What follows belongs to an exercise in optimizing a design on an open flow for small area and a short achievable clock period; a production flow would make more cautious choices.
Function was not checked in any run shown here: the RTL went through the layout flow alone.

==> flow/design.v <==
module bubble_sort (
    input  logic         clk,
    input  logic         rst_n,
    input  logic         in_vld,
    input  logic [255:0] data_in,
    output logic         out_vld,
    output logic [255:0] data_o
);
    logic [2:0] vld_q;
    always_ff @(posedge clk or negedge rst_n)
        if (!rst_n) vld_q <= '0;
        else vld_q <= {vld_q[1:0], in_vld};
    assign out_vld = vld_q[2];
    logic [15:0] r0_0;
    logic [15:0] r0_1;
    logic [15:0] r0_2;
    logic [15:0] r0_3;
    logic [15:0] r0_4;
    logic [15:0] r0_5;
    logic [15:0] r0_6;
    logic [15:0] r0_7;
    logic [15:0] r0_8;
    logic [15:0] r0_9;
    logic [15:0] r0_10;
    logic [15:0] r0_11;
    logic [15:0] r0_12;
    logic [15:0] r0_13;
    logic [15:0] r0_14;
    logic [15:0] r0_15;
    always_ff @(posedge clk) begin
        r0_0 <= data_in[15:0];
        r0_1 <= data_in[31:16];
        r0_2 <= data_in[47:32];
        r0_3 <= data_in[63:48];
        r0_4 <= data_in[79:64];
        r0_5 <= data_in[95:80];
        r0_6 <= data_in[111:96];
        r0_7 <= data_in[127:112];
        r0_8 <= data_in[143:128];
        r0_9 <= data_in[159:144];
        r0_10 <= data_in[175:160];
        r0_11 <= data_in[191:176];
        r0_12 <= data_in[207:192];
        r0_13 <= data_in[223:208];
        r0_14 <= data_in[239:224];
        r0_15 <= data_in[255:240];
    end
    logic s_1_0_13, sn_1_0_13;
    logic [15:0] hi_1_0_13, lo_1_0_13;
    sort_cmp u_c_1_0_13 (.x(r0_0), .y(r0_13), .lt(s_1_0_13));
    sort_inv u_i_1_0_13 (.a(s_1_0_13), .y(sn_1_0_13));
    sort_mux16 u_h_1_0_13 (.a(r0_13), .b(r0_0), .s(s_1_0_13), .sn(sn_1_0_13), .y(hi_1_0_13));
    sort_mux16 u_l_1_0_13 (.a(r0_0), .b(r0_13), .s(s_1_0_13), .sn(sn_1_0_13), .y(lo_1_0_13));
    logic s_1_1_12, sn_1_1_12;
    logic [15:0] hi_1_1_12, lo_1_1_12;
    sort_cmp u_c_1_1_12 (.x(r0_1), .y(r0_12), .lt(s_1_1_12));
    sort_inv u_i_1_1_12 (.a(s_1_1_12), .y(sn_1_1_12));
    sort_mux16 u_h_1_1_12 (.a(r0_12), .b(r0_1), .s(s_1_1_12), .sn(sn_1_1_12), .y(hi_1_1_12));
    sort_mux16 u_l_1_1_12 (.a(r0_1), .b(r0_12), .s(s_1_1_12), .sn(sn_1_1_12), .y(lo_1_1_12));
    logic s_1_2_15, sn_1_2_15;
    logic [15:0] hi_1_2_15, lo_1_2_15;
    sort_cmp u_c_1_2_15 (.x(r0_2), .y(r0_15), .lt(s_1_2_15));
    sort_inv u_i_1_2_15 (.a(s_1_2_15), .y(sn_1_2_15));
    sort_mux16 u_h_1_2_15 (.a(r0_15), .b(r0_2), .s(s_1_2_15), .sn(sn_1_2_15), .y(hi_1_2_15));
    sort_mux16 u_l_1_2_15 (.a(r0_2), .b(r0_15), .s(s_1_2_15), .sn(sn_1_2_15), .y(lo_1_2_15));
    logic s_1_3_14, sn_1_3_14;
    logic [15:0] hi_1_3_14, lo_1_3_14;
    sort_cmp u_c_1_3_14 (.x(r0_3), .y(r0_14), .lt(s_1_3_14));
    sort_inv u_i_1_3_14 (.a(s_1_3_14), .y(sn_1_3_14));
    sort_mux16 u_h_1_3_14 (.a(r0_14), .b(r0_3), .s(s_1_3_14), .sn(sn_1_3_14), .y(hi_1_3_14));
    sort_mux16 u_l_1_3_14 (.a(r0_3), .b(r0_14), .s(s_1_3_14), .sn(sn_1_3_14), .y(lo_1_3_14));
    logic s_1_4_8, sn_1_4_8;
    logic [15:0] hi_1_4_8, lo_1_4_8;
    sort_cmp u_c_1_4_8 (.x(r0_4), .y(r0_8), .lt(s_1_4_8));
    sort_inv u_i_1_4_8 (.a(s_1_4_8), .y(sn_1_4_8));
    sort_mux16 u_h_1_4_8 (.a(r0_8), .b(r0_4), .s(s_1_4_8), .sn(sn_1_4_8), .y(hi_1_4_8));
    sort_mux16 u_l_1_4_8 (.a(r0_4), .b(r0_8), .s(s_1_4_8), .sn(sn_1_4_8), .y(lo_1_4_8));
    logic s_1_5_6, sn_1_5_6;
    logic [15:0] hi_1_5_6, lo_1_5_6;
    sort_cmp u_c_1_5_6 (.x(r0_5), .y(r0_6), .lt(s_1_5_6));
    sort_inv u_i_1_5_6 (.a(s_1_5_6), .y(sn_1_5_6));
    sort_mux16 u_h_1_5_6 (.a(r0_6), .b(r0_5), .s(s_1_5_6), .sn(sn_1_5_6), .y(hi_1_5_6));
    sort_mux16 u_l_1_5_6 (.a(r0_5), .b(r0_6), .s(s_1_5_6), .sn(sn_1_5_6), .y(lo_1_5_6));
    logic s_1_7_11, sn_1_7_11;
    logic [15:0] hi_1_7_11, lo_1_7_11;
    sort_cmp u_c_1_7_11 (.x(r0_7), .y(r0_11), .lt(s_1_7_11));
    sort_inv u_i_1_7_11 (.a(s_1_7_11), .y(sn_1_7_11));
    sort_mux16 u_h_1_7_11 (.a(r0_11), .b(r0_7), .s(s_1_7_11), .sn(sn_1_7_11), .y(hi_1_7_11));
    sort_mux16 u_l_1_7_11 (.a(r0_7), .b(r0_11), .s(s_1_7_11), .sn(sn_1_7_11), .y(lo_1_7_11));
    logic s_1_9_10, sn_1_9_10;
    logic [15:0] hi_1_9_10, lo_1_9_10;
    sort_cmp u_c_1_9_10 (.x(r0_9), .y(r0_10), .lt(s_1_9_10));
    sort_inv u_i_1_9_10 (.a(s_1_9_10), .y(sn_1_9_10));
    sort_mux16 u_h_1_9_10 (.a(r0_10), .b(r0_9), .s(s_1_9_10), .sn(sn_1_9_10), .y(hi_1_9_10));
    sort_mux16 u_l_1_9_10 (.a(r0_9), .b(r0_10), .s(s_1_9_10), .sn(sn_1_9_10), .y(lo_1_9_10));
    logic s_2_0_5, sn_2_0_5;
    logic [15:0] hi_2_0_5, lo_2_0_5;
    sort_cmp u_c_2_0_5 (.x(hi_1_5_6), .y(hi_1_0_13), .lt(s_2_0_5));
    sort_inv u_i_2_0_5 (.a(s_2_0_5), .y(sn_2_0_5));
    sort_mux16 u_h_2_0_5 (.a(hi_1_5_6), .b(hi_1_0_13), .s(s_2_0_5), .sn(sn_2_0_5), .y(hi_2_0_5));
    sort_mux16 u_l_2_0_5 (.a(hi_1_0_13), .b(hi_1_5_6), .s(s_2_0_5), .sn(sn_2_0_5), .y(lo_2_0_5));
    logic s_2_1_7, sn_2_1_7;
    logic [15:0] hi_2_1_7, lo_2_1_7;
    sort_cmp u_c_2_1_7 (.x(hi_1_7_11), .y(hi_1_1_12), .lt(s_2_1_7));
    sort_inv u_i_2_1_7 (.a(s_2_1_7), .y(sn_2_1_7));
    sort_mux16 u_h_2_1_7 (.a(hi_1_7_11), .b(hi_1_1_12), .s(s_2_1_7), .sn(sn_2_1_7), .y(hi_2_1_7));
    sort_mux16 u_l_2_1_7 (.a(hi_1_1_12), .b(hi_1_7_11), .s(s_2_1_7), .sn(sn_2_1_7), .y(lo_2_1_7));
    logic s_2_2_9, sn_2_2_9;
    logic [15:0] hi_2_2_9, lo_2_2_9;
    sort_cmp u_c_2_2_9 (.x(hi_1_9_10), .y(hi_1_2_15), .lt(s_2_2_9));
    sort_inv u_i_2_2_9 (.a(s_2_2_9), .y(sn_2_2_9));
    sort_mux16 u_h_2_2_9 (.a(hi_1_9_10), .b(hi_1_2_15), .s(s_2_2_9), .sn(sn_2_2_9), .y(hi_2_2_9));
    sort_mux16 u_l_2_2_9 (.a(hi_1_2_15), .b(hi_1_9_10), .s(s_2_2_9), .sn(sn_2_2_9), .y(lo_2_2_9));
    logic s_2_3_4, sn_2_3_4;
    logic [15:0] hi_2_3_4, lo_2_3_4;
    sort_cmp u_c_2_3_4 (.x(hi_1_4_8), .y(hi_1_3_14), .lt(s_2_3_4));
    sort_inv u_i_2_3_4 (.a(s_2_3_4), .y(sn_2_3_4));
    sort_mux16 u_h_2_3_4 (.a(hi_1_4_8), .b(hi_1_3_14), .s(s_2_3_4), .sn(sn_2_3_4), .y(hi_2_3_4));
    sort_mux16 u_l_2_3_4 (.a(hi_1_3_14), .b(hi_1_4_8), .s(s_2_3_4), .sn(sn_2_3_4), .y(lo_2_3_4));
    logic s_2_6_13, sn_2_6_13;
    logic [15:0] hi_2_6_13, lo_2_6_13;
    sort_cmp u_c_2_6_13 (.x(lo_1_0_13), .y(lo_1_5_6), .lt(s_2_6_13));
    sort_inv u_i_2_6_13 (.a(s_2_6_13), .y(sn_2_6_13));
    sort_mux16 u_h_2_6_13 (.a(lo_1_0_13), .b(lo_1_5_6), .s(s_2_6_13), .sn(sn_2_6_13), .y(hi_2_6_13));
    sort_mux16 u_l_2_6_13 (.a(lo_1_5_6), .b(lo_1_0_13), .s(s_2_6_13), .sn(sn_2_6_13), .y(lo_2_6_13));
    logic s_2_8_14, sn_2_8_14;
    logic [15:0] hi_2_8_14, lo_2_8_14;
    sort_cmp u_c_2_8_14 (.x(lo_1_3_14), .y(lo_1_4_8), .lt(s_2_8_14));
    sort_inv u_i_2_8_14 (.a(s_2_8_14), .y(sn_2_8_14));
    sort_mux16 u_h_2_8_14 (.a(lo_1_3_14), .b(lo_1_4_8), .s(s_2_8_14), .sn(sn_2_8_14), .y(hi_2_8_14));
    sort_mux16 u_l_2_8_14 (.a(lo_1_4_8), .b(lo_1_3_14), .s(s_2_8_14), .sn(sn_2_8_14), .y(lo_2_8_14));
    logic s_2_10_15, sn_2_10_15;
    logic [15:0] hi_2_10_15, lo_2_10_15;
    sort_cmp u_c_2_10_15 (.x(lo_1_2_15), .y(lo_1_9_10), .lt(s_2_10_15));
    sort_inv u_i_2_10_15 (.a(s_2_10_15), .y(sn_2_10_15));
    sort_mux16 u_h_2_10_15 (.a(lo_1_2_15), .b(lo_1_9_10), .s(s_2_10_15), .sn(sn_2_10_15), .y(hi_2_10_15));
    sort_mux16 u_l_2_10_15 (.a(lo_1_9_10), .b(lo_1_2_15), .s(s_2_10_15), .sn(sn_2_10_15), .y(lo_2_10_15));
    logic s_2_11_12, sn_2_11_12;
    logic [15:0] hi_2_11_12, lo_2_11_12;
    sort_cmp u_c_2_11_12 (.x(lo_1_1_12), .y(lo_1_7_11), .lt(s_2_11_12));
    sort_inv u_i_2_11_12 (.a(s_2_11_12), .y(sn_2_11_12));
    sort_mux16 u_h_2_11_12 (.a(lo_1_1_12), .b(lo_1_7_11), .s(s_2_11_12), .sn(sn_2_11_12), .y(hi_2_11_12));
    sort_mux16 u_l_2_11_12 (.a(lo_1_7_11), .b(lo_1_1_12), .s(s_2_11_12), .sn(sn_2_11_12), .y(lo_2_11_12));
    logic s_3_0_1, sn_3_0_1;
    logic [15:0] hi_3_0_1, lo_3_0_1;
    sort_cmp u_c_3_0_1 (.x(hi_2_0_5), .y(hi_2_1_7), .lt(s_3_0_1));
    sort_inv u_i_3_0_1 (.a(s_3_0_1), .y(sn_3_0_1));
    sort_mux16 u_h_3_0_1 (.a(hi_2_1_7), .b(hi_2_0_5), .s(s_3_0_1), .sn(sn_3_0_1), .y(hi_3_0_1));
    sort_mux16 u_l_3_0_1 (.a(hi_2_0_5), .b(hi_2_1_7), .s(s_3_0_1), .sn(sn_3_0_1), .y(lo_3_0_1));
    logic s_3_2_3, sn_3_2_3;
    logic [15:0] hi_3_2_3, lo_3_2_3;
    sort_cmp u_c_3_2_3 (.x(hi_2_2_9), .y(hi_2_3_4), .lt(s_3_2_3));
    sort_inv u_i_3_2_3 (.a(s_3_2_3), .y(sn_3_2_3));
    sort_mux16 u_h_3_2_3 (.a(hi_2_3_4), .b(hi_2_2_9), .s(s_3_2_3), .sn(sn_3_2_3), .y(hi_3_2_3));
    sort_mux16 u_l_3_2_3 (.a(hi_2_2_9), .b(hi_2_3_4), .s(s_3_2_3), .sn(sn_3_2_3), .y(lo_3_2_3));
    logic s_3_4_5, sn_3_4_5;
    logic [15:0] hi_3_4_5, lo_3_4_5;
    sort_cmp u_c_3_4_5 (.x(lo_2_3_4), .y(lo_2_0_5), .lt(s_3_4_5));
    sort_inv u_i_3_4_5 (.a(s_3_4_5), .y(sn_3_4_5));
    sort_mux16 u_h_3_4_5 (.a(lo_2_0_5), .b(lo_2_3_4), .s(s_3_4_5), .sn(sn_3_4_5), .y(hi_3_4_5));
    sort_mux16 u_l_3_4_5 (.a(lo_2_3_4), .b(lo_2_0_5), .s(s_3_4_5), .sn(sn_3_4_5), .y(lo_3_4_5));
    logic s_3_6_8, sn_3_6_8;
    logic [15:0] hi_3_6_8, lo_3_6_8;
    sort_cmp u_c_3_6_8 (.x(hi_2_6_13), .y(hi_2_8_14), .lt(s_3_6_8));
    sort_inv u_i_3_6_8 (.a(s_3_6_8), .y(sn_3_6_8));
    sort_mux16 u_h_3_6_8 (.a(hi_2_8_14), .b(hi_2_6_13), .s(s_3_6_8), .sn(sn_3_6_8), .y(hi_3_6_8));
    sort_mux16 u_l_3_6_8 (.a(hi_2_6_13), .b(hi_2_8_14), .s(s_3_6_8), .sn(sn_3_6_8), .y(lo_3_6_8));
    logic s_3_7_9, sn_3_7_9;
    logic [15:0] hi_3_7_9, lo_3_7_9;
    sort_cmp u_c_3_7_9 (.x(lo_2_1_7), .y(lo_2_2_9), .lt(s_3_7_9));
    sort_inv u_i_3_7_9 (.a(s_3_7_9), .y(sn_3_7_9));
    sort_mux16 u_h_3_7_9 (.a(lo_2_2_9), .b(lo_2_1_7), .s(s_3_7_9), .sn(sn_3_7_9), .y(hi_3_7_9));
    sort_mux16 u_l_3_7_9 (.a(lo_2_1_7), .b(lo_2_2_9), .s(s_3_7_9), .sn(sn_3_7_9), .y(lo_3_7_9));
    logic s_3_10_11, sn_3_10_11;
    logic [15:0] hi_3_10_11, lo_3_10_11;
    sort_cmp u_c_3_10_11 (.x(hi_2_10_15), .y(hi_2_11_12), .lt(s_3_10_11));
    sort_inv u_i_3_10_11 (.a(s_3_10_11), .y(sn_3_10_11));
    sort_mux16 u_h_3_10_11 (.a(hi_2_11_12), .b(hi_2_10_15), .s(s_3_10_11), .sn(sn_3_10_11), .y(hi_3_10_11));
    sort_mux16 u_l_3_10_11 (.a(hi_2_10_15), .b(hi_2_11_12), .s(s_3_10_11), .sn(sn_3_10_11), .y(lo_3_10_11));
    logic s_3_12_13, sn_3_12_13;
    logic [15:0] hi_3_12_13, lo_3_12_13;
    sort_cmp u_c_3_12_13 (.x(lo_2_11_12), .y(lo_2_6_13), .lt(s_3_12_13));
    sort_inv u_i_3_12_13 (.a(s_3_12_13), .y(sn_3_12_13));
    sort_mux16 u_h_3_12_13 (.a(lo_2_6_13), .b(lo_2_11_12), .s(s_3_12_13), .sn(sn_3_12_13), .y(hi_3_12_13));
    sort_mux16 u_l_3_12_13 (.a(lo_2_11_12), .b(lo_2_6_13), .s(s_3_12_13), .sn(sn_3_12_13), .y(lo_3_12_13));
    logic s_3_14_15, sn_3_14_15;
    logic [15:0] hi_3_14_15, lo_3_14_15;
    sort_cmp u_c_3_14_15 (.x(lo_2_8_14), .y(lo_2_10_15), .lt(s_3_14_15));
    sort_inv u_i_3_14_15 (.a(s_3_14_15), .y(sn_3_14_15));
    sort_mux16 u_h_3_14_15 (.a(lo_2_10_15), .b(lo_2_8_14), .s(s_3_14_15), .sn(sn_3_14_15), .y(hi_3_14_15));
    sort_mux16 u_l_3_14_15 (.a(lo_2_8_14), .b(lo_2_10_15), .s(s_3_14_15), .sn(sn_3_14_15), .y(lo_3_14_15));
    logic s_4_0_2, sn_4_0_2;
    logic [15:0] hi_4_0_2, lo_4_0_2;
    sort_cmp u_c_4_0_2 (.x(hi_3_2_3), .y(hi_3_0_1), .lt(s_4_0_2));
    sort_inv u_i_4_0_2 (.a(s_4_0_2), .y(sn_4_0_2));
    sort_mux16 u_h_4_0_2 (.a(hi_3_2_3), .b(hi_3_0_1), .s(s_4_0_2), .sn(sn_4_0_2), .y(hi_4_0_2));
    sort_mux16 u_l_4_0_2 (.a(hi_3_0_1), .b(hi_3_2_3), .s(s_4_0_2), .sn(sn_4_0_2), .y(lo_4_0_2));
    logic s_4_1_3, sn_4_1_3;
    logic [15:0] hi_4_1_3, lo_4_1_3;
    sort_cmp u_c_4_1_3 (.x(lo_3_2_3), .y(lo_3_0_1), .lt(s_4_1_3));
    sort_inv u_i_4_1_3 (.a(s_4_1_3), .y(sn_4_1_3));
    sort_mux16 u_h_4_1_3 (.a(lo_3_2_3), .b(lo_3_0_1), .s(s_4_1_3), .sn(sn_4_1_3), .y(hi_4_1_3));
    sort_mux16 u_l_4_1_3 (.a(lo_3_0_1), .b(lo_3_2_3), .s(s_4_1_3), .sn(sn_4_1_3), .y(lo_4_1_3));
    logic s_4_4_10, sn_4_4_10;
    logic [15:0] hi_4_4_10, lo_4_4_10;
    sort_cmp u_c_4_4_10 (.x(hi_3_10_11), .y(hi_3_4_5), .lt(s_4_4_10));
    sort_inv u_i_4_4_10 (.a(s_4_4_10), .y(sn_4_4_10));
    sort_mux16 u_h_4_4_10 (.a(hi_3_10_11), .b(hi_3_4_5), .s(s_4_4_10), .sn(sn_4_4_10), .y(hi_4_4_10));
    sort_mux16 u_l_4_4_10 (.a(hi_3_4_5), .b(hi_3_10_11), .s(s_4_4_10), .sn(sn_4_4_10), .y(lo_4_4_10));
    logic s_4_5_11, sn_4_5_11;
    logic [15:0] hi_4_5_11, lo_4_5_11;
    sort_cmp u_c_4_5_11 (.x(lo_3_10_11), .y(lo_3_4_5), .lt(s_4_5_11));
    sort_inv u_i_4_5_11 (.a(s_4_5_11), .y(sn_4_5_11));
    sort_mux16 u_h_4_5_11 (.a(lo_3_10_11), .b(lo_3_4_5), .s(s_4_5_11), .sn(sn_4_5_11), .y(hi_4_5_11));
    sort_mux16 u_l_4_5_11 (.a(lo_3_4_5), .b(lo_3_10_11), .s(s_4_5_11), .sn(sn_4_5_11), .y(lo_4_5_11));
    logic s_4_6_7, sn_4_6_7;
    logic [15:0] hi_4_6_7, lo_4_6_7;
    sort_cmp u_c_4_6_7 (.x(hi_3_7_9), .y(hi_3_6_8), .lt(s_4_6_7));
    sort_inv u_i_4_6_7 (.a(s_4_6_7), .y(sn_4_6_7));
    sort_mux16 u_h_4_6_7 (.a(hi_3_7_9), .b(hi_3_6_8), .s(s_4_6_7), .sn(sn_4_6_7), .y(hi_4_6_7));
    sort_mux16 u_l_4_6_7 (.a(hi_3_6_8), .b(hi_3_7_9), .s(s_4_6_7), .sn(sn_4_6_7), .y(lo_4_6_7));
    logic s_4_8_9, sn_4_8_9;
    logic [15:0] hi_4_8_9, lo_4_8_9;
    sort_cmp u_c_4_8_9 (.x(lo_3_7_9), .y(lo_3_6_8), .lt(s_4_8_9));
    sort_inv u_i_4_8_9 (.a(s_4_8_9), .y(sn_4_8_9));
    sort_mux16 u_h_4_8_9 (.a(lo_3_7_9), .b(lo_3_6_8), .s(s_4_8_9), .sn(sn_4_8_9), .y(hi_4_8_9));
    sort_mux16 u_l_4_8_9 (.a(lo_3_6_8), .b(lo_3_7_9), .s(s_4_8_9), .sn(sn_4_8_9), .y(lo_4_8_9));
    logic s_4_12_14, sn_4_12_14;
    logic [15:0] hi_4_12_14, lo_4_12_14;
    sort_cmp u_c_4_12_14 (.x(hi_3_14_15), .y(hi_3_12_13), .lt(s_4_12_14));
    sort_inv u_i_4_12_14 (.a(s_4_12_14), .y(sn_4_12_14));
    sort_mux16 u_h_4_12_14 (.a(hi_3_14_15), .b(hi_3_12_13), .s(s_4_12_14), .sn(sn_4_12_14), .y(hi_4_12_14));
    sort_mux16 u_l_4_12_14 (.a(hi_3_12_13), .b(hi_3_14_15), .s(s_4_12_14), .sn(sn_4_12_14), .y(lo_4_12_14));
    logic s_4_13_15, sn_4_13_15;
    logic [15:0] hi_4_13_15, lo_4_13_15;
    sort_cmp u_c_4_13_15 (.x(lo_3_14_15), .y(lo_3_12_13), .lt(s_4_13_15));
    sort_inv u_i_4_13_15 (.a(s_4_13_15), .y(sn_4_13_15));
    sort_mux16 u_h_4_13_15 (.a(lo_3_14_15), .b(lo_3_12_13), .s(s_4_13_15), .sn(sn_4_13_15), .y(hi_4_13_15));
    sort_mux16 u_l_4_13_15 (.a(lo_3_12_13), .b(lo_3_14_15), .s(s_4_13_15), .sn(sn_4_13_15), .y(lo_4_13_15));
    logic s_5_1_2, sn_5_1_2;
    logic [15:0] hi_5_1_2, lo_5_1_2;
    sort_cmp u_c_5_1_2 (.x(hi_4_1_3), .y(lo_4_0_2), .lt(s_5_1_2));
    sort_inv u_i_5_1_2 (.a(s_5_1_2), .y(sn_5_1_2));
    sort_mux16 u_h_5_1_2 (.a(lo_4_0_2), .b(hi_4_1_3), .s(s_5_1_2), .sn(sn_5_1_2), .y(hi_5_1_2));
    sort_mux16 u_l_5_1_2 (.a(hi_4_1_3), .b(lo_4_0_2), .s(s_5_1_2), .sn(sn_5_1_2), .y(lo_5_1_2));
    logic s_5_3_12, sn_5_3_12;
    logic [15:0] hi_5_3_12, lo_5_3_12;
    sort_cmp u_c_5_3_12 (.x(lo_4_1_3), .y(hi_4_12_14), .lt(s_5_3_12));
    sort_inv u_i_5_3_12 (.a(s_5_3_12), .y(sn_5_3_12));
    sort_mux16 u_h_5_3_12 (.a(hi_4_12_14), .b(lo_4_1_3), .s(s_5_3_12), .sn(sn_5_3_12), .y(hi_5_3_12));
    sort_mux16 u_l_5_3_12 (.a(lo_4_1_3), .b(hi_4_12_14), .s(s_5_3_12), .sn(sn_5_3_12), .y(lo_5_3_12));
    logic s_5_4_6, sn_5_4_6;
    logic [15:0] hi_5_4_6, lo_5_4_6;
    sort_cmp u_c_5_4_6 (.x(hi_4_4_10), .y(hi_4_6_7), .lt(s_5_4_6));
    sort_inv u_i_5_4_6 (.a(s_5_4_6), .y(sn_5_4_6));
    sort_mux16 u_h_5_4_6 (.a(hi_4_6_7), .b(hi_4_4_10), .s(s_5_4_6), .sn(sn_5_4_6), .y(hi_5_4_6));
    sort_mux16 u_l_5_4_6 (.a(hi_4_4_10), .b(hi_4_6_7), .s(s_5_4_6), .sn(sn_5_4_6), .y(lo_5_4_6));
    logic s_5_5_7, sn_5_5_7;
    logic [15:0] hi_5_5_7, lo_5_5_7;
    sort_cmp u_c_5_5_7 (.x(hi_4_5_11), .y(lo_4_6_7), .lt(s_5_5_7));
    sort_inv u_i_5_5_7 (.a(s_5_5_7), .y(sn_5_5_7));
    sort_mux16 u_h_5_5_7 (.a(lo_4_6_7), .b(hi_4_5_11), .s(s_5_5_7), .sn(sn_5_5_7), .y(hi_5_5_7));
    sort_mux16 u_l_5_5_7 (.a(hi_4_5_11), .b(lo_4_6_7), .s(s_5_5_7), .sn(sn_5_5_7), .y(lo_5_5_7));
    logic s_5_8_10, sn_5_8_10;
    logic [15:0] hi_5_8_10, lo_5_8_10;
    sort_cmp u_c_5_8_10 (.x(hi_4_8_9), .y(lo_4_4_10), .lt(s_5_8_10));
    sort_inv u_i_5_8_10 (.a(s_5_8_10), .y(sn_5_8_10));
    sort_mux16 u_h_5_8_10 (.a(lo_4_4_10), .b(hi_4_8_9), .s(s_5_8_10), .sn(sn_5_8_10), .y(hi_5_8_10));
    sort_mux16 u_l_5_8_10 (.a(hi_4_8_9), .b(lo_4_4_10), .s(s_5_8_10), .sn(sn_5_8_10), .y(lo_5_8_10));
    logic s_5_9_11, sn_5_9_11;
    logic [15:0] hi_5_9_11, lo_5_9_11;
    sort_cmp u_c_5_9_11 (.x(lo_4_8_9), .y(lo_4_5_11), .lt(s_5_9_11));
    sort_inv u_i_5_9_11 (.a(s_5_9_11), .y(sn_5_9_11));
    sort_mux16 u_h_5_9_11 (.a(lo_4_5_11), .b(lo_4_8_9), .s(s_5_9_11), .sn(sn_5_9_11), .y(hi_5_9_11));
    sort_mux16 u_l_5_9_11 (.a(lo_4_8_9), .b(lo_4_5_11), .s(s_5_9_11), .sn(sn_5_9_11), .y(lo_5_9_11));
    logic s_5_13_14, sn_5_13_14;
    logic [15:0] hi_5_13_14, lo_5_13_14;
    sort_cmp u_c_5_13_14 (.x(hi_4_13_15), .y(lo_4_12_14), .lt(s_5_13_14));
    sort_inv u_i_5_13_14 (.a(s_5_13_14), .y(sn_5_13_14));
    sort_mux16 u_h_5_13_14 (.a(lo_4_12_14), .b(hi_4_13_15), .s(s_5_13_14), .sn(sn_5_13_14), .y(hi_5_13_14));
    sort_mux16 u_l_5_13_14 (.a(hi_4_13_15), .b(lo_4_12_14), .s(s_5_13_14), .sn(sn_5_13_14), .y(lo_5_13_14));
    logic [15:0] r1_0;
    logic [15:0] r1_1;
    logic [15:0] r1_2;
    logic [15:0] r1_3;
    logic [15:0] r1_4;
    logic [15:0] r1_5;
    logic [15:0] r1_6;
    logic [15:0] r1_7;
    logic [15:0] r1_8;
    logic [15:0] r1_9;
    logic [15:0] r1_10;
    logic [15:0] r1_11;
    logic [15:0] r1_12;
    logic [15:0] r1_13;
    logic [15:0] r1_14;
    logic [15:0] r1_15;
    always_ff @(posedge clk) begin
        r1_0 <= hi_4_0_2;
        r1_1 <= hi_5_1_2;
        r1_2 <= lo_5_1_2;
        r1_3 <= hi_5_3_12;
        r1_4 <= hi_5_4_6;
        r1_5 <= hi_5_5_7;
        r1_6 <= lo_5_4_6;
        r1_7 <= lo_5_5_7;
        r1_8 <= hi_5_8_10;
        r1_9 <= hi_5_9_11;
        r1_10 <= lo_5_8_10;
        r1_11 <= lo_5_9_11;
        r1_12 <= lo_5_3_12;
        r1_13 <= hi_5_13_14;
        r1_14 <= lo_5_13_14;
        r1_15 <= lo_4_13_15;
    end
    logic s_6_1_4, sn_6_1_4;
    logic [15:0] hi_6_1_4, lo_6_1_4;
    sort_cmp u_c_6_1_4 (.x(r1_4), .y(r1_1), .lt(s_6_1_4));
    sort_inv u_i_6_1_4 (.a(s_6_1_4), .y(sn_6_1_4));
    sort_mux16 u_h_6_1_4 (.a(r1_4), .b(r1_1), .s(s_6_1_4), .sn(sn_6_1_4), .y(hi_6_1_4));
    sort_mux16 u_l_6_1_4 (.a(r1_1), .b(r1_4), .s(s_6_1_4), .sn(sn_6_1_4), .y(lo_6_1_4));
    logic s_6_2_6, sn_6_2_6;
    logic [15:0] hi_6_2_6, lo_6_2_6;
    sort_cmp u_c_6_2_6 (.x(r1_6), .y(r1_2), .lt(s_6_2_6));
    sort_inv u_i_6_2_6 (.a(s_6_2_6), .y(sn_6_2_6));
    sort_mux16 u_h_6_2_6 (.a(r1_6), .b(r1_2), .s(s_6_2_6), .sn(sn_6_2_6), .y(hi_6_2_6));
    sort_mux16 u_l_6_2_6 (.a(r1_2), .b(r1_6), .s(s_6_2_6), .sn(sn_6_2_6), .y(lo_6_2_6));
    logic s_6_5_8, sn_6_5_8;
    logic [15:0] hi_6_5_8, lo_6_5_8;
    sort_cmp u_c_6_5_8 (.x(r1_8), .y(r1_5), .lt(s_6_5_8));
    sort_inv u_i_6_5_8 (.a(s_6_5_8), .y(sn_6_5_8));
    sort_mux16 u_h_6_5_8 (.a(r1_8), .b(r1_5), .s(s_6_5_8), .sn(sn_6_5_8), .y(hi_6_5_8));
    sort_mux16 u_l_6_5_8 (.a(r1_5), .b(r1_8), .s(s_6_5_8), .sn(sn_6_5_8), .y(lo_6_5_8));
    logic s_6_7_10, sn_6_7_10;
    logic [15:0] hi_6_7_10, lo_6_7_10;
    sort_cmp u_c_6_7_10 (.x(r1_10), .y(r1_7), .lt(s_6_7_10));
    sort_inv u_i_6_7_10 (.a(s_6_7_10), .y(sn_6_7_10));
    sort_mux16 u_h_6_7_10 (.a(r1_10), .b(r1_7), .s(s_6_7_10), .sn(sn_6_7_10), .y(hi_6_7_10));
    sort_mux16 u_l_6_7_10 (.a(r1_7), .b(r1_10), .s(s_6_7_10), .sn(sn_6_7_10), .y(lo_6_7_10));
    logic s_6_9_13, sn_6_9_13;
    logic [15:0] hi_6_9_13, lo_6_9_13;
    sort_cmp u_c_6_9_13 (.x(r1_13), .y(r1_9), .lt(s_6_9_13));
    sort_inv u_i_6_9_13 (.a(s_6_9_13), .y(sn_6_9_13));
    sort_mux16 u_h_6_9_13 (.a(r1_13), .b(r1_9), .s(s_6_9_13), .sn(sn_6_9_13), .y(hi_6_9_13));
    sort_mux16 u_l_6_9_13 (.a(r1_9), .b(r1_13), .s(s_6_9_13), .sn(sn_6_9_13), .y(lo_6_9_13));
    logic s_6_11_14, sn_6_11_14;
    logic [15:0] hi_6_11_14, lo_6_11_14;
    sort_cmp u_c_6_11_14 (.x(r1_14), .y(r1_11), .lt(s_6_11_14));
    sort_inv u_i_6_11_14 (.a(s_6_11_14), .y(sn_6_11_14));
    sort_mux16 u_h_6_11_14 (.a(r1_14), .b(r1_11), .s(s_6_11_14), .sn(sn_6_11_14), .y(hi_6_11_14));
    sort_mux16 u_l_6_11_14 (.a(r1_11), .b(r1_14), .s(s_6_11_14), .sn(sn_6_11_14), .y(lo_6_11_14));
    logic s_7_2_4, sn_7_2_4;
    logic [15:0] hi_7_2_4, lo_7_2_4;
    sort_cmp u_c_7_2_4 (.x(hi_6_2_6), .y(lo_6_1_4), .lt(s_7_2_4));
    sort_inv u_i_7_2_4 (.a(s_7_2_4), .y(sn_7_2_4));
    sort_mux16 u_h_7_2_4 (.a(lo_6_1_4), .b(hi_6_2_6), .s(s_7_2_4), .sn(sn_7_2_4), .y(hi_7_2_4));
    sort_mux16 u_l_7_2_4 (.a(hi_6_2_6), .b(lo_6_1_4), .s(s_7_2_4), .sn(sn_7_2_4), .y(lo_7_2_4));
    logic [15:0] iv0;
    sort_inv16 u_iv0 (.a(lo_6_2_6), .y(iv0));
    logic s_7_3_6, sn_7_3_6;
    logic [15:0] hi_7_3_6, lo_7_3_6;
    sort_cmp u_c_7_3_6 (.x(iv0), .y(r1_3), .lt(s_7_3_6));
    sort_inv u_i_7_3_6 (.a(s_7_3_6), .y(sn_7_3_6));
    sort_mux16 u_h_7_3_6 (.a(iv0), .b(r1_3), .s(s_7_3_6), .sn(sn_7_3_6), .y(hi_7_3_6));
    sort_mux16 u_l_7_3_6 (.a(r1_3), .b(iv0), .s(s_7_3_6), .sn(sn_7_3_6), .y(lo_7_3_6));
    logic [15:0] iv1;
    sort_inv16 u_iv1 (.a(r1_12), .y(iv1));
    logic s_7_9_12, sn_7_9_12;
    logic [15:0] hi_7_9_12, lo_7_9_12;
    sort_cmp u_c_7_9_12 (.x(hi_6_9_13), .y(iv1), .lt(s_7_9_12));
    sort_inv u_i_7_9_12 (.a(s_7_9_12), .y(sn_7_9_12));
    sort_mux16 u_h_7_9_12 (.a(iv1), .b(hi_6_9_13), .s(s_7_9_12), .sn(sn_7_9_12), .y(hi_7_9_12));
    sort_mux16 u_l_7_9_12 (.a(hi_6_9_13), .b(iv1), .s(s_7_9_12), .sn(sn_7_9_12), .y(lo_7_9_12));
    logic s_7_11_13, sn_7_11_13;
    logic [15:0] hi_7_11_13, lo_7_11_13;
    sort_cmp u_c_7_11_13 (.x(hi_6_11_14), .y(lo_6_9_13), .lt(s_7_11_13));
    sort_inv u_i_7_11_13 (.a(s_7_11_13), .y(sn_7_11_13));
    sort_mux16 u_h_7_11_13 (.a(lo_6_9_13), .b(hi_6_11_14), .s(s_7_11_13), .sn(sn_7_11_13), .y(hi_7_11_13));
    sort_mux16 u_l_7_11_13 (.a(hi_6_11_14), .b(lo_6_9_13), .s(s_7_11_13), .sn(sn_7_11_13), .y(lo_7_11_13));
    logic s_8_3_5, sn_8_3_5;
    logic [15:0] hi_8_3_5, lo_8_3_5;
    sort_cmp u_c_8_3_5 (.x(hi_7_3_6), .y(hi_6_5_8), .lt(s_8_3_5));
    sort_inv u_i_8_3_5 (.a(s_8_3_5), .y(sn_8_3_5));
    sort_mux16 u_h_8_3_5 (.a(hi_6_5_8), .b(hi_7_3_6), .s(s_8_3_5), .sn(sn_8_3_5), .y(hi_8_3_5));
    sort_mux16 u_l_8_3_5 (.a(hi_7_3_6), .b(hi_6_5_8), .s(s_8_3_5), .sn(sn_8_3_5), .y(lo_8_3_5));
    logic s_8_6_8, sn_8_6_8;
    logic [15:0] hi_8_6_8, lo_8_6_8;
    sort_cmp u_c_8_6_8 (.x(lo_7_3_6), .y(lo_6_5_8), .lt(s_8_6_8));
    sort_inv u_i_8_6_8 (.a(s_8_6_8), .y(sn_8_6_8));
    sort_mux16 u_h_8_6_8 (.a(lo_6_5_8), .b(lo_7_3_6), .s(s_8_6_8), .sn(sn_8_6_8), .y(hi_8_6_8));
    sort_mux16 u_l_8_6_8 (.a(lo_7_3_6), .b(lo_6_5_8), .s(s_8_6_8), .sn(sn_8_6_8), .y(lo_8_6_8));
    logic [15:0] iv2;
    sort_inv16 u_iv2 (.a(hi_7_9_12), .y(iv2));
    logic s_8_7_9, sn_8_7_9;
    logic [15:0] hi_8_7_9, lo_8_7_9;
    sort_cmp u_c_8_7_9 (.x(hi_6_7_10), .y(iv2), .lt(s_8_7_9));
    sort_inv u_i_8_7_9 (.a(s_8_7_9), .y(sn_8_7_9));
    sort_mux16 u_h_8_7_9 (.a(iv2), .b(hi_6_7_10), .s(s_8_7_9), .sn(sn_8_7_9), .y(hi_8_7_9));
    sort_mux16 u_l_8_7_9 (.a(hi_6_7_10), .b(iv2), .s(s_8_7_9), .sn(sn_8_7_9), .y(lo_8_7_9));
    logic [15:0] iv3;
    sort_inv16 u_iv3 (.a(lo_7_9_12), .y(iv3));
    logic s_8_10_12, sn_8_10_12;
    logic [15:0] hi_8_10_12, lo_8_10_12;
    sort_cmp u_c_8_10_12 (.x(lo_6_7_10), .y(iv3), .lt(s_8_10_12));
    sort_inv u_i_8_10_12 (.a(s_8_10_12), .y(sn_8_10_12));
    sort_mux16 u_h_8_10_12 (.a(iv3), .b(lo_6_7_10), .s(s_8_10_12), .sn(sn_8_10_12), .y(hi_8_10_12));
    sort_mux16 u_l_8_10_12 (.a(lo_6_7_10), .b(iv3), .s(s_8_10_12), .sn(sn_8_10_12), .y(lo_8_10_12));
    logic s_9_3_4, sn_9_3_4;
    logic [15:0] hi_9_3_4, lo_9_3_4;
    sort_cmp u_c_9_3_4 (.x(lo_7_2_4), .y(hi_8_3_5), .lt(s_9_3_4));
    sort_inv u_i_9_3_4 (.a(s_9_3_4), .y(sn_9_3_4));
    sort_mux16 u_h_9_3_4 (.a(lo_7_2_4), .b(hi_8_3_5), .s(s_9_3_4), .sn(sn_9_3_4), .y(hi_9_3_4));
    sort_mux16 u_l_9_3_4 (.a(hi_8_3_5), .b(lo_7_2_4), .s(s_9_3_4), .sn(sn_9_3_4), .y(lo_9_3_4));
    logic s_9_5_6, sn_9_5_6;
    logic [15:0] hi_9_5_6, lo_9_5_6;
    sort_cmp u_c_9_5_6 (.x(hi_8_6_8), .y(lo_8_3_5), .lt(s_9_5_6));
    sort_inv u_i_9_5_6 (.a(s_9_5_6), .y(sn_9_5_6));
    sort_mux16 u_h_9_5_6 (.a(hi_8_6_8), .b(lo_8_3_5), .s(s_9_5_6), .sn(sn_9_5_6), .y(hi_9_5_6));
    sort_mux16 u_l_9_5_6 (.a(lo_8_3_5), .b(hi_8_6_8), .s(s_9_5_6), .sn(sn_9_5_6), .y(lo_9_5_6));
    logic s_9_7_8, sn_9_7_8;
    logic [15:0] hi_9_7_8, lo_9_7_8;
    sort_cmp u_c_9_7_8 (.x(lo_8_6_8), .y(hi_8_7_9), .lt(s_9_7_8));
    sort_inv u_i_9_7_8 (.a(s_9_7_8), .y(sn_9_7_8));
    sort_mux16 u_h_9_7_8 (.a(lo_8_6_8), .b(hi_8_7_9), .s(s_9_7_8), .sn(sn_9_7_8), .y(hi_9_7_8));
    sort_mux16 u_l_9_7_8 (.a(hi_8_7_9), .b(lo_8_6_8), .s(s_9_7_8), .sn(sn_9_7_8), .y(lo_9_7_8));
    logic s_9_9_10, sn_9_9_10;
    logic [15:0] hi_9_9_10, lo_9_9_10;
    sort_cmp u_c_9_9_10 (.x(hi_8_10_12), .y(lo_8_7_9), .lt(s_9_9_10));
    sort_inv u_i_9_9_10 (.a(s_9_9_10), .y(sn_9_9_10));
    sort_mux16 u_h_9_9_10 (.a(hi_8_10_12), .b(lo_8_7_9), .s(s_9_9_10), .sn(sn_9_9_10), .y(hi_9_9_10));
    sort_mux16 u_l_9_9_10 (.a(lo_8_7_9), .b(hi_8_10_12), .s(s_9_9_10), .sn(sn_9_9_10), .y(lo_9_9_10));
    logic s_9_11_12, sn_9_11_12;
    logic [15:0] hi_9_11_12, lo_9_11_12;
    sort_cmp u_c_9_11_12 (.x(lo_8_10_12), .y(hi_7_11_13), .lt(s_9_11_12));
    sort_inv u_i_9_11_12 (.a(s_9_11_12), .y(sn_9_11_12));
    sort_mux16 u_h_9_11_12 (.a(lo_8_10_12), .b(hi_7_11_13), .s(s_9_11_12), .sn(sn_9_11_12), .y(hi_9_11_12));
    sort_mux16 u_l_9_11_12 (.a(hi_7_11_13), .b(lo_8_10_12), .s(s_9_11_12), .sn(sn_9_11_12), .y(lo_9_11_12));
    logic s_10_6_7, sn_10_6_7;
    logic [15:0] hi_10_6_7, lo_10_6_7;
    sort_cmp u_c_10_6_7 (.x(lo_9_5_6), .y(hi_9_7_8), .lt(s_10_6_7));
    sort_inv u_i_10_6_7 (.a(s_10_6_7), .y(sn_10_6_7));
    sort_mux16 u_h_10_6_7 (.a(hi_9_7_8), .b(lo_9_5_6), .s(s_10_6_7), .sn(sn_10_6_7), .y(hi_10_6_7));
    sort_mux16 u_l_10_6_7 (.a(lo_9_5_6), .b(hi_9_7_8), .s(s_10_6_7), .sn(sn_10_6_7), .y(lo_10_6_7));
    logic s_10_8_9, sn_10_8_9;
    logic [15:0] hi_10_8_9, lo_10_8_9;
    sort_cmp u_c_10_8_9 (.x(lo_9_7_8), .y(hi_9_9_10), .lt(s_10_8_9));
    sort_inv u_i_10_8_9 (.a(s_10_8_9), .y(sn_10_8_9));
    sort_mux16 u_h_10_8_9 (.a(hi_9_9_10), .b(lo_9_7_8), .s(s_10_8_9), .sn(sn_10_8_9), .y(hi_10_8_9));
    sort_mux16 u_l_10_8_9 (.a(lo_9_7_8), .b(hi_9_9_10), .s(s_10_8_9), .sn(sn_10_8_9), .y(lo_10_8_9));
    logic [15:0] iv4;
    sort_inv16 u_iv4 (.a(hi_7_2_4), .y(iv4));
    logic [15:0] iv5;
    sort_inv16 u_iv5 (.a(hi_10_6_7), .y(iv5));
    logic [15:0] iv6;
    sort_inv16 u_iv6 (.a(lo_10_6_7), .y(iv6));
    logic [15:0] iv7;
    sort_inv16 u_iv7 (.a(hi_10_8_9), .y(iv7));
    logic [15:0] iv8;
    sort_inv16 u_iv8 (.a(lo_10_8_9), .y(iv8));
    logic [15:0] iv9;
    sort_inv16 u_iv9 (.a(lo_7_11_13), .y(iv9));
    logic [15:0] r2_0;
    logic [15:0] r2_1;
    logic [15:0] r2_2;
    logic [15:0] r2_3;
    logic [15:0] r2_4;
    logic [15:0] r2_5;
    logic [15:0] r2_6;
    logic [15:0] r2_7;
    logic [15:0] r2_8;
    logic [15:0] r2_9;
    logic [15:0] r2_10;
    logic [15:0] r2_11;
    logic [15:0] r2_12;
    logic [15:0] r2_13;
    logic [15:0] r2_14;
    logic [15:0] r2_15;
    always_ff @(posedge clk) begin
        r2_0 <= r1_0;
        r2_1 <= hi_6_1_4;
        r2_2 <= iv4;
        r2_3 <= hi_9_3_4;
        r2_4 <= lo_9_3_4;
        r2_5 <= hi_9_5_6;
        r2_6 <= iv5;
        r2_7 <= iv6;
        r2_8 <= iv7;
        r2_9 <= iv8;
        r2_10 <= lo_9_9_10;
        r2_11 <= hi_9_11_12;
        r2_12 <= lo_9_11_12;
        r2_13 <= iv9;
        r2_14 <= lo_6_11_14;
        r2_15 <= r1_15;
    end
    assign data_o[15:0] = r2_0;
    assign data_o[31:16] = r2_1;
    assign data_o[47:32] = r2_2;
    assign data_o[63:48] = r2_3;
    assign data_o[79:64] = r2_4;
    assign data_o[95:80] = r2_5;
    assign data_o[111:96] = r2_6;
    assign data_o[127:112] = r2_7;
    assign data_o[143:128] = r2_8;
    assign data_o[159:144] = r2_9;
    assign data_o[175:160] = r2_10;
    assign data_o[191:176] = r2_11;
    assign data_o[207:192] = r2_12;
    assign data_o[223:208] = r2_13;
    assign data_o[239:224] = r2_14;
    assign data_o[255:240] = r2_15;
endmodule
module sort_mux16 (input logic [15:0] a, b, input logic s, sn, output logic [15:0] y);
    for (genvar k = 0; k < 16; k++) begin : g
        sort_mux1 u (.a(a[k]), .b(b[k]), .s(s), .sn(sn), .y(y[k]));
    end
endmodule
module sort_mux1 (input logic a, b, s, sn, output logic y);
    assign y = ~((a | sn) & (b | s));
endmodule
module sort_inv (input logic a, output logic y);
    assign y = ~a;
endmodule
module sort_inv16 (input logic [15:0] a, output logic [15:0] y);
    assign y = ~a;
endmodule
module sort_cmp (input logic [15:0] x, y, output logic lt);
    assign lt = x < y;
endmodule
==> flow/constraint.sdc <==
create_clock -name core_clock -period 45.0 [get_ports {clk}]
set_input_delay 9.0000 -clock core_clock [delete_from_list [all_inputs] [get_ports {clk}]]
set_output_delay 9.0000 -clock core_clock [all_outputs]
set_load 0.01 [all_outputs]
==> flow/run.sh <==
#!/bin/bash
# synth_recipe.tcl (not shown) runs the flow's synth.tcl, then flattens the netlist and writes it again
# the make line also repeats each setting of config.mk as NAME=value (left out here)
make -C /OpenROAD-flow-scripts/flow DESIGN_CONFIG=/design/flow/config.mk WORK_HOME=/design/flow/orfs CLKGATE_MAP_FILE= SYNTH_SCRIPT=/design/flow/synth_recipe.tcl finish
==> flow/config.mk <==
export PLATFORM = sky130hd
export DESIGN_NAME = bubble_sort
export DESIGN_NICKNAME = bubble_sort
export VERILOG_FILES = /design/flow/design.v
export SDC_FILE = /design/flow/constraint.sdc
export NUM_CORES = 4
export LEC_CHECK = 0
export CAP_MARGIN = 20
export CORE_MARGIN = 2
export CORE_UTILIZATION = 40
export SLEW_MARGIN = 20
export SYNTH_HIERARCHICAL = 1
export SYNTH_MINIMUM_KEEP_SIZE = 0
==> out/qor.yml, run 1 <==
cts_hold_buf: 0
start_kind: "flop"
rrSetupSlack_ns: 31.17
drive_gt1_share_pct: 3.85
hp-class: "reg2reg"
grt_usage_pct: 30.0
syn-cell-area_um2: 50800
drc: 0
ys_ff_latch: 771
rows: 130
avgSynthCellArea_um2: 8.42
cp-end-kind: "flop"
finalWorstPathRequiredPeriod_ns: 13.83
dieArea_um2: 130000
core_um2: 126000
crit_fanout: 33
hold_start: "r1_0[8]"
maxSlewViolCount: 0
setup_violations: 0
max_freq_mhz: 72.3
start_util_pct: 40.4
cap_violations: 0
outcome: "timing/DRC/antenna clean"
crit_arrival_ns: 14.44
worst_path_largest_cell_delay_ns: 0.81
min_to: "r2_0[8]"
rsz0062_at_grt: "no"
criticalPathCategory: "reg2reg"
synth.most_common_cell: "o22ai_1"
reg2reg_from: "r0_15[13]"
cts_inserted_buffers: 83
place_congestion: 1.08
synth_compound_area_share_pct: 33.4
ys_types: 18
drt_iter0_markers: 5248
grt_first_pass_wirelength_mm: 295
synth_top_cell_area_share_pct: 30.3
synth_flop_cell: "dfxtp_1"
wl_per_cell_um: 24.2
synth_top_area_cell: "dfxtp_1"
ys_warn_count: 7
wl_mm: 203
synth_edf_count: 0
die_h_um: 360
overflow: 0
slowest_stage: "o22ai_1"
grt_pass1_vias: 46395
io_buffers: 515
cts_root_buffer: "clkbuf_16"
cts_setup_buffers: 0
grtUsageMet3_pct: 5.53
max-clock-path-buffers: 3
synthTopCellsByCount: "o22ai_1, inv_1, ha_1, dfxtp_1"
r2r_cells: 42
async_reset_ff_share_pct: 0.389
post_cts_resized: 0
fin_skew_ns: 0.0286
met1_usage_pct: 38.6
ys_seq_area_share_pct: 30.4
clock-sinks: 771
max-slew-margin-rel_pct: 31.5
vias_per_cell: 6.11
antenna_found_initial: 3
ant_nets: 0
finalSetupTns_ns: 0
drt-pass1-iter-count: 6
period_share_pct: 30.7
io_pins: 516
grt_max_degree: 34
hold_viol_final: 0
detailroute.via_count: 51382
synth_cells: 6031
rr_endpoint: "r1_14[7]"
grt_most_used_layer: "met2"
clock_latency_ns: 0.72
groute.layer.met2.usage_pct: 48.2
synth_top_family_by_area: "compound AO/OA/AOI/OAI gates"
areaGrowthSynthToFinish_pct: 21.3
synth_fp_nets: 7190
synthTopCellsByArea: "dfxtp_1, o22ai_1, ha_1, inv_1, a21o_1"
hold_depth: 0
synthAdderAreaFrac_pct: 22.2
cts_tree: "built"
clk_pin_slew_worst_paths_ns: 0.06
place_hpwl_mm: 172
htreeDepth: 3
tightest_slew_ns: 1.03
yosys.area_share.simple_pct: 4.88
synthXorXnorAreaFrac_pct: 0
final_nets: 7851
hold_slack_ns: 0.317
worstPathRequired_ns: 45.62
muxShareOfSynthArea_pct: 0
die_width_um: 360
[layout by cell type (no fill, tap or decap), types with 61 or more instances in the layout]
cell type,synthesis,layout
clkbuf_16,0,84
o21ai_0,120,120
nand2_1,120,120
buf_4,0,61
a21o_1,180,180
clkdlybuf4s50_1,0,515
nand4_1,120,120
o22ai_1,1920,1920
dfxtp_1,768,768
a21oi_1,180,120
ha_1,900,900
inv_1,1240,1240
[modules after synthesis, one instance, submodules excluded, excerpt]
module       flip-flops and latches  copies in the design  cells
sort_cmp                          0                    60     52
sort_inv                          0                    60      1
sort_mux1                         0                  1920      1
sort_inv16                        0                    10     16
bubble_sort                     771                     1    771
[per-stage QoR]
| stage | std cells | cell area (um2) | util, % | worst slack, ns |
|---|---|---|---|---|
| final | 8410 | 61600 | 49.0 | 31.17 |
| after global routing | 8410 | 61600 | 49.0 | 30.28 |
| after CTS | 8409 | 61600 | 48.9 | 31.19 |
| after detailed placement | 8257 | 58700 | 46.6 | 31.19 |
| after global placement | 8257 | 58700 | 46.6 | 31.32 |
| after floorplan | 6031 | 50800 | - | 27.57 |
[per-layer routing]
layer  vias up  share of wire (%)
met2      2217                 45
met3       412                7.9
met1     24007                 42
met4         4                5.3
met5         -              0.015
li1      24742                  -
[final cells by class]
type	count	area [um2]
fillers	12183	64300
well taps	1650	2060
flip-flops and latches	771	15400
clock inverters	47	646
clock buffers	105	2260
diodes	1	2.50
multi-input cells	4020	30900
repair buffers	576	5610
inverters	1240	4650
[worst max-delay path, delay by kind of cell, from the launching register on]
family	cells	cell delay, ns
buffers and inverters	13	3.99
AO/OA/AOI/OAI	24	7.62
flip-flops	1	0.36
adder cells (fa/ha/maj)	5	1.70
[logic make-up (layout without fill, tap and decap cells)]
family / Yosys count / in the layout
other cells: 0 / 1
fa+ha+maj: 900 / 900
flops: 771 / 771
buf+inv: 1240 / 1968
compound gates: 2640 / 2640
simple gates: 480 / 480
[worst max-delay path by stage]
stage          slack (ns)      start  cells after the start        to
3_5_place_dp        31.19   r0_15[1]                     41  r1_14[7]
6_report            31.17  r0_15[13]                     42  r1_14[7]
2_1_floorplan       27.57  r0_13[13]                     40  r1_10[0]
5_1_grt             30.28    r0_8[1]                     36  r1_2[13]
3_3_place_gp        31.32  r0_14[13]                     39  r1_2[13]
4_1_cts             31.19   r0_15[1]                     41  r1_14[7]
==> inputs of run 2 (changes only) <==
--- a/flow/design.v
+++ b/flow/design.v
@@ -526,4 +526,21 @@
 endmodule
 module sort_cmp (input logic [15:0] x, y, output logic lt);
-    assign lt = x < y;
+    logic [15:0] e;
+    logic [7:0] g1, e1;
+    logic [3:0] g2, e2;
+    logic [1:0] g3, e3;
+    assign e = ~(x ^ y);
+    for (genvar i = 0; i < 8; i++) begin : l1
+        assign g1[i] = e[2*i+1] ? y[2*i] : y[2*i+1];
+        assign e1[i] = e[2*i+1] & e[2*i];
+    end
+    for (genvar i = 0; i < 4; i++) begin : l2
+        assign g2[i] = e1[2*i+1] ? g1[2*i] : g1[2*i+1];
+        assign e2[i] = e1[2*i+1] & e1[2*i];
+    end
+    for (genvar i = 0; i < 2; i++) begin : l3
+        assign g3[i] = e2[2*i+1] ? g2[2*i] : g2[2*i+1];
+        assign e3[i] = e2[2*i+1] & e2[2*i];
+    end
+    assign lt = e3[1] ? g3[0] : g3[1];
 endmodule
==> out/qor.yml, run 2 <==
outcome: "timing/DRC/antenna clean"
dieArea_um2: 124000
synthTopCellsByArea: "dfxtp_1, o22ai_1, xnor2_1, inv_1, maj3_1"
num_antenna_cells: 0
grt_most_used_layer: "met2"
cap_violations: 0
post-route-cell-area_um2: 59600
die_width_um: 352
grt_first_pass_wirelength_mm: 289
drc: 0
synth_flop_cell: "dfxtp_1"
synth_top_cell_area_share_pct: 31.8
cts_setup_buffers: 0
avgSynthCellArea_um2: 8.26
r2r_cells: 43
start_kind: "flop"
place_hpwl_mm: 163
hp-class: "reg2reg"
grt_pass1_vias: 44151
fin_skew_ns: 0.0450
antenna_found_initial: 0
synth_fp_nets: 6110
synthXorXnorAreaFrac_pct: 13.0
startpoint: "r0_7[8]"
post_cts_resized: 0
ys_types: 21
start_util_pct: 40.3
max_freq_mhz: 70.1
grt_usage_pct: 30.8
rows: 127
cts_root_buffer: "clkbuf_16"
drt-pass1-iter-count: 7
core_um2: 120000
crit_end: "r1_5[3]"
synthTopCellsByCount: "o22ai_1, inv_1, dfxtp_1, xnor2_1, maj3_1"
most-common-layout-cells: "o22ai_1, inv_1, dfxtp_1"
layout_commonest_cell: "o22ai_1"
hold_start: "r1_0[7]"
wl_per_cell_um: 24.4
crit_fanout: 33
finalSetupTns_ns: 0
synthAdderAreaFrac_pct: 9.01
detailroute.via_count: 49927
fillCellCount: 11507
yosys.area_share.simple_pct: 7.15
die_h_um: 352
vias_per_cell: 6.10
criticalPathCategory: "reg2reg"
overflow: 0
clock_latency_ns: 0.73
grt_max_degree: 34
ys_seq_area_share_pct: 32.0
worst_path_largest_cell_delay_ns: 0.94
hold_viol_final: 0
maxSlewViolCount: 0
place_congestion: 1.07
synth_cells: 5851
cts_tree: "built"
cts_inserted_buffers: 80
final_nets: 6770
synth.most_common_cell: "o22ai_1"
setup_violations: 0
rr_endpoint: "r1_5[3]"
synth_compound_area_share_pct: 32.5
cp-end-kind: "flop"
reg2reg_from: "r0_7[8]"
grtUsageMet3_pct: 5.15
place_area_um2: 56400
cts_hold_buf: 0
synth_top_area_cell: "dfxtp_1"
clock-sinks: 771
htreeDepth: 3
slowest_stage: "o31ai_4"
met1_usage_pct: 39.4
synth_edf_count: 0
io_buffers: 515
ys_ff_latch: 771
syn-cell-area_um2: 48300
ys_warn_count: 7
async_reset_ff_share_pct: 0.389
worstPathRequired_ns: 45.64
rsz0062_at_grt: "no"
areaGrowthSynthToFinish_pct: 23.3
period_share_pct: 31.7
tightest_slew_ns: 1.30
max-clock-path-buffers: 3
synth_top_family_by_area: "compound AO/OA/AOI/OAI gates"
groute.layer.met2.usage_pct: 50.3
max-slew-margin-rel_pct: 13.5
io_pins: 516
crit_arrival_ns: 14.91
clk_pin_slew_worst_paths_ns: 0.06
wl_mm: 200
ant_nets: 0
finalWorstPathRequiredPeriod_ns: 14.27
hold_slack_ns: 0.312
drive_gt1_share_pct: 5.81
rrSetupSlack_ns: 30.73
muxShareOfSynthArea_pct: 0
drt_iter0_markers: 5645
==> run 2: cell types whose count changed in the layout (fill, tap and decap cells not counted), sizes merged, moves of 180 or more <==
cell | before | now
xor2 | 0 | 240
a21o | 180 | 0
maj3 | 0 | 420
ha | 900 | 0
nor2b | 0 | 180
inv | 1246 | 827
xnor2 | 0 | 480
==> run 2: critical path, delay by kind of cell, from the launching register on <==
family | cells | cell delay, ns
adders and majority gates | 8 | 2.61
buffers and inverters | 9 | 3.90
AOI/OAI and AO/OA | 18 | 6.19
DFF | 1 | 0.34
xor gates and xnor gates | 1 | 0.19
and+or+nand+nor | 7 | 0.92
==> run 2: worst min path at each step <==
stage	to	slack, ns	cells past startpoint
5_1_grt	r2_0[7]	0.33	0
3_3_place_gp	r2_0[10]	0.31	0
4_1_cts	r2_0[7]	0.30	0
2_1_floorplan	r2_0[0]	0.31	0
3_5_place_dp	r2_0[1]	0.31	0
6_report	r2_0[7]	0.31	0
==> run 2: metal layers <==
metal	share of wire, %	up-vias
met3	7.6	444
li1	-	23748
met5	0	-
met4	5.5	0
met2	45	2292
met1	41	23443
==> run 2: logic make-up after synthesis <==
group	count (synthesis)
compound gates	2460
xor+xnor	720
fa+ha+maj	420
buf+inv	820
flops	771
simple gates	660
==> run 2: per-module statistics from Yosys, one instance, submodules excluded, excerpt <==
module / flip-flops and latches / area (um2) / cells / times used
bubble_sort: 771 / 15400 / 771 / 1
sort_cmp: 0 / 334 / 49 / 60
sort_inv: 0 / 3.75 / 1 / 60
sort_inv16: 0 / 60.1 / 16 / 10
sort_mux1: 0 / 6.26 / 1 / 1920
==> run 2: layout make-up <==
class	count	area [um2]	area share, %
inverter	820	3080	5.17
sequential	771	15400	25.9
tap	1612	2020	3.38
multi-input combinational	4260	30300	50.9
timing repair buffer	578	5710	9.59
clock inverter	48	823	1.38
clock buffer	99	2170	3.65
==> run 2: per-stage QoR <==
stage	util (%)	worst slack, ns	std cells
after floorplan	-	28.31	5851
after global placement	47.0	29.75	8026
after global routing	49.7	29.85	8188
after detailed placement	47.0	29.48	8026
final	49.7	30.73	8188
after CTS	49.5	29.47	8173
==> inputs of run 3 (changes only) <==
--- a/flow/config.mk
+++ b/flow/config.mk
@@ -6,8 +6,8 @@
 export NUM_CORES = 4
 export LEC_CHECK = 0
-export CAP_MARGIN = 20
+export CAP_MARGIN = 70
 export CORE_MARGIN = 2
 export CORE_UTILIZATION = 40
-export SLEW_MARGIN = 20
+export SLEW_MARGIN = 70
 export SYNTH_HIERARCHICAL = 1
 export SYNTH_MINIMUM_KEEP_SIZE = 0
==> out/qor.yml, run 3 <==
groute.layer.met2.usage_pct: 52.8
met1_usage_pct: 40.6
ys_ff_latch: 771
cts_hold_buf: 0
synth.most_common_cell: "o22ai_1"
drc: 0
crit_fanout: 33
clock-sinks: 771
fin_skew_ns: 0.0353
setup_violations: 0
hold_start: "r1_0[1]"
htreeDepth: 3
outcome: "timing/DRC/antenna clean"
finalWorstPathRequiredPeriod_ns: 13.10
rsz0062_at_grt: "no"
most-common-layout-cells: "o22ai_1, dfxtp_1, o22ai_2"
startpoint: "r0_14[9]"
start_util_pct: 40.3
cts_setup_buffers: 0
grt_usage_pct: 32.6
grtUsageMet3_pct: 5.90
cap_violations: 0
slowest_stage: "dfxtp_1"
ys_types: 21
rows: 127
cp-end-kind: "flop"
antenna_found_initial: 1
grt_max_degree: 34
start_kind: "flop"
finalSetupTns_ns: 0
worstPathRequired_ns: 45.61
grt_first_pass_wirelength_mm: 307
layout_commonest_cell: "o22ai_1"
place_hpwl_mm: 171
worst_path_largest_cell_delay_ns: 0.53
synth_flop_cell: "dfxtp_1"
detailroute.via_count: 52166
max-slew-margin-rel_pct: 66.6
fillCellCount: 10042
synthTopCellsByCount: "o22ai_1, inv_1, dfxtp_1, xnor2_1, maj3_1"
avgSynthCellArea_um2: 8.26
ys_warn_count: 7
wl_mm: 209
place_congestion: 1.07
critical_path_buf_inv_count: 22
cts_root_buffer: "clkbuf_16"
overflow: 0
synth_fp_nets: 6110
synth_cells: 5851
syn-cell-area_um2: 48300
ant_nets: 0
period_share_pct: 29.1
wl_per_cell_um: 24.9
drt-pass1-iter-count: 6
maxSlewViolCount: 0
areaGrowthSynthToFinish_pct: 48.8
die_width_um: 352
post_cts_resized: 0
cts_tree: "built"
clk_pin_slew_worst_paths_ns: 0.07
grt_pass1_vias: 47920
dieArea_um2: 124000
hold_slack_ns: 0.311
synth_top_area_cell: "dfxtp_1"
critPathTopFamily: "buffers and inverters"
synth_edf_count: 0
rrSetupSlack_ns: 31.90
num_antenna_cells: 0
io_pins: 516
crit_arrival_ns: 13.71
hp-class: "reg2reg"
ys_seq_area_share_pct: 32.0
vias_per_cell: 6.20
hold_viol_final: 0
criticalPathCategory: "reg2reg"
reg2reg_from: "r0_14[9]"
drt_iter0_markers: 4929
tightest_slew_ns: 0.501
final_nets: 6998
synth_top_cell_area_share_pct: 31.8
max_freq_mhz: 76.3
cts_inserted_buffers: 80
cpMostUsedCell: "buf_2"
drive_gt1_share_pct: 27.0
die_h_um: 352
grt_most_used_layer: "met2"
clock_latency_ns: 0.74
io_buffers: 515
synthTopCellsByArea: "dfxtp_1, o22ai_1, xnor2_1, inv_1, maj3_1"
core_um2: 120000
async_reset_ff_share_pct: 0.389
max-clock-path-buffers: 3
run 3: cells by family (layout without fill, tap and decap cells):
group / count (synthesis) / count (layout) / synth area share [%]
buf+inv: 820 / 1776 / 6.37
fa+ha+maj: 420 / 420 / 9.01
flops: 771 / 771 / 32.0
simple gates: 660 / 660 / 7.15
compound gates: 2460 / 2460 / 32.5
xor+xnor: 720 / 720 / 13.0
run 3: final timing paths:
path	to	cells past startpoint
max	r1_14[1]	54
min	r2_0[1]	0
max reg2reg	r1_14[1]	54
min reg2reg	r2_0[1]	0
max in group asynchronous	vld_q[0]	1
min in group asynchronous	vld_q[2]	1
run 3: metal layers:
metal  wire length [um]  vias to the layer above
met1              84500                    25112
met4              13500                        2
met5                 41                        -
li1                   -                    24299
met3              14700                      542
met2              96700                     2211
run 3: per-module statistics from Yosys, one instance, submodules excluded, excerpt:
module | flip-flops and latches | area (um2) | cells inside
sort_inv | 0 | 3.75 | 1
bubble_sort | 771 | 15400 | 771
sort_mux1 | 0 | 6.26 | 1
sort_inv16 | 0 | 60.1 | 16
sort_cmp | 0 | 334 | 49
run 3: per-stage QoR:
step           util (%)  instances  cell area [um2]  setup slack (ns)
3_5_place_dp       56.5       8248            67700             32.18
2_1_floorplan         -       5851            48300             28.31
5_1_grt            59.9       8419            71900             31.37
4_1_cts            59.0       8398            70800             32.17
6_report           59.9       8419            71900             31.90
3_3_place_gp       47.0       8026            56400             29.75
run 3: layout make-up:
type,instances,area (um2),share of cell area (%)
clock inverter,51,821,1.14
multi-input combinational,4260,40900,56.9
inverter,820,3370,4.69
timing repair buffer,806,7160,9.96
sequential,771,15500,21.5
clock buffer,99,2200,3.07
tap,1612,2020,2.80

==> separate check: timing with driven ports <==
How much do the figures lean on ideal ports? The routed layouts below were timed once more, with nothing changed but the port constraints.
Step 1: set_driving_cell puts a clkbuf_16 on clk and a buf_2 on each other input, an assumption about the parent block.
Step 2 adds t to the input delays and takes it off the output delays; t is the mean of the earliest and latest rising clock arrival at the registers after step 1. Input paths then give back, and output paths get back, about the clock's delay inside the block.
a / b / c = ideal / step 1 / step 2; a / b = the first two.
run | shift t [ns] | setup slack, ns | pins driven straight from the clock port
run 1 | 0.786 | 31.174 / 31.174 / 31.174 | 1
run 2 | 0.786 | 30.728 / 30.728 / 30.728 | 1
run 3 | 0.797 | 31.901 / 31.901 / 31.901 | 1
After both steps every run listed still meets setup and hold.
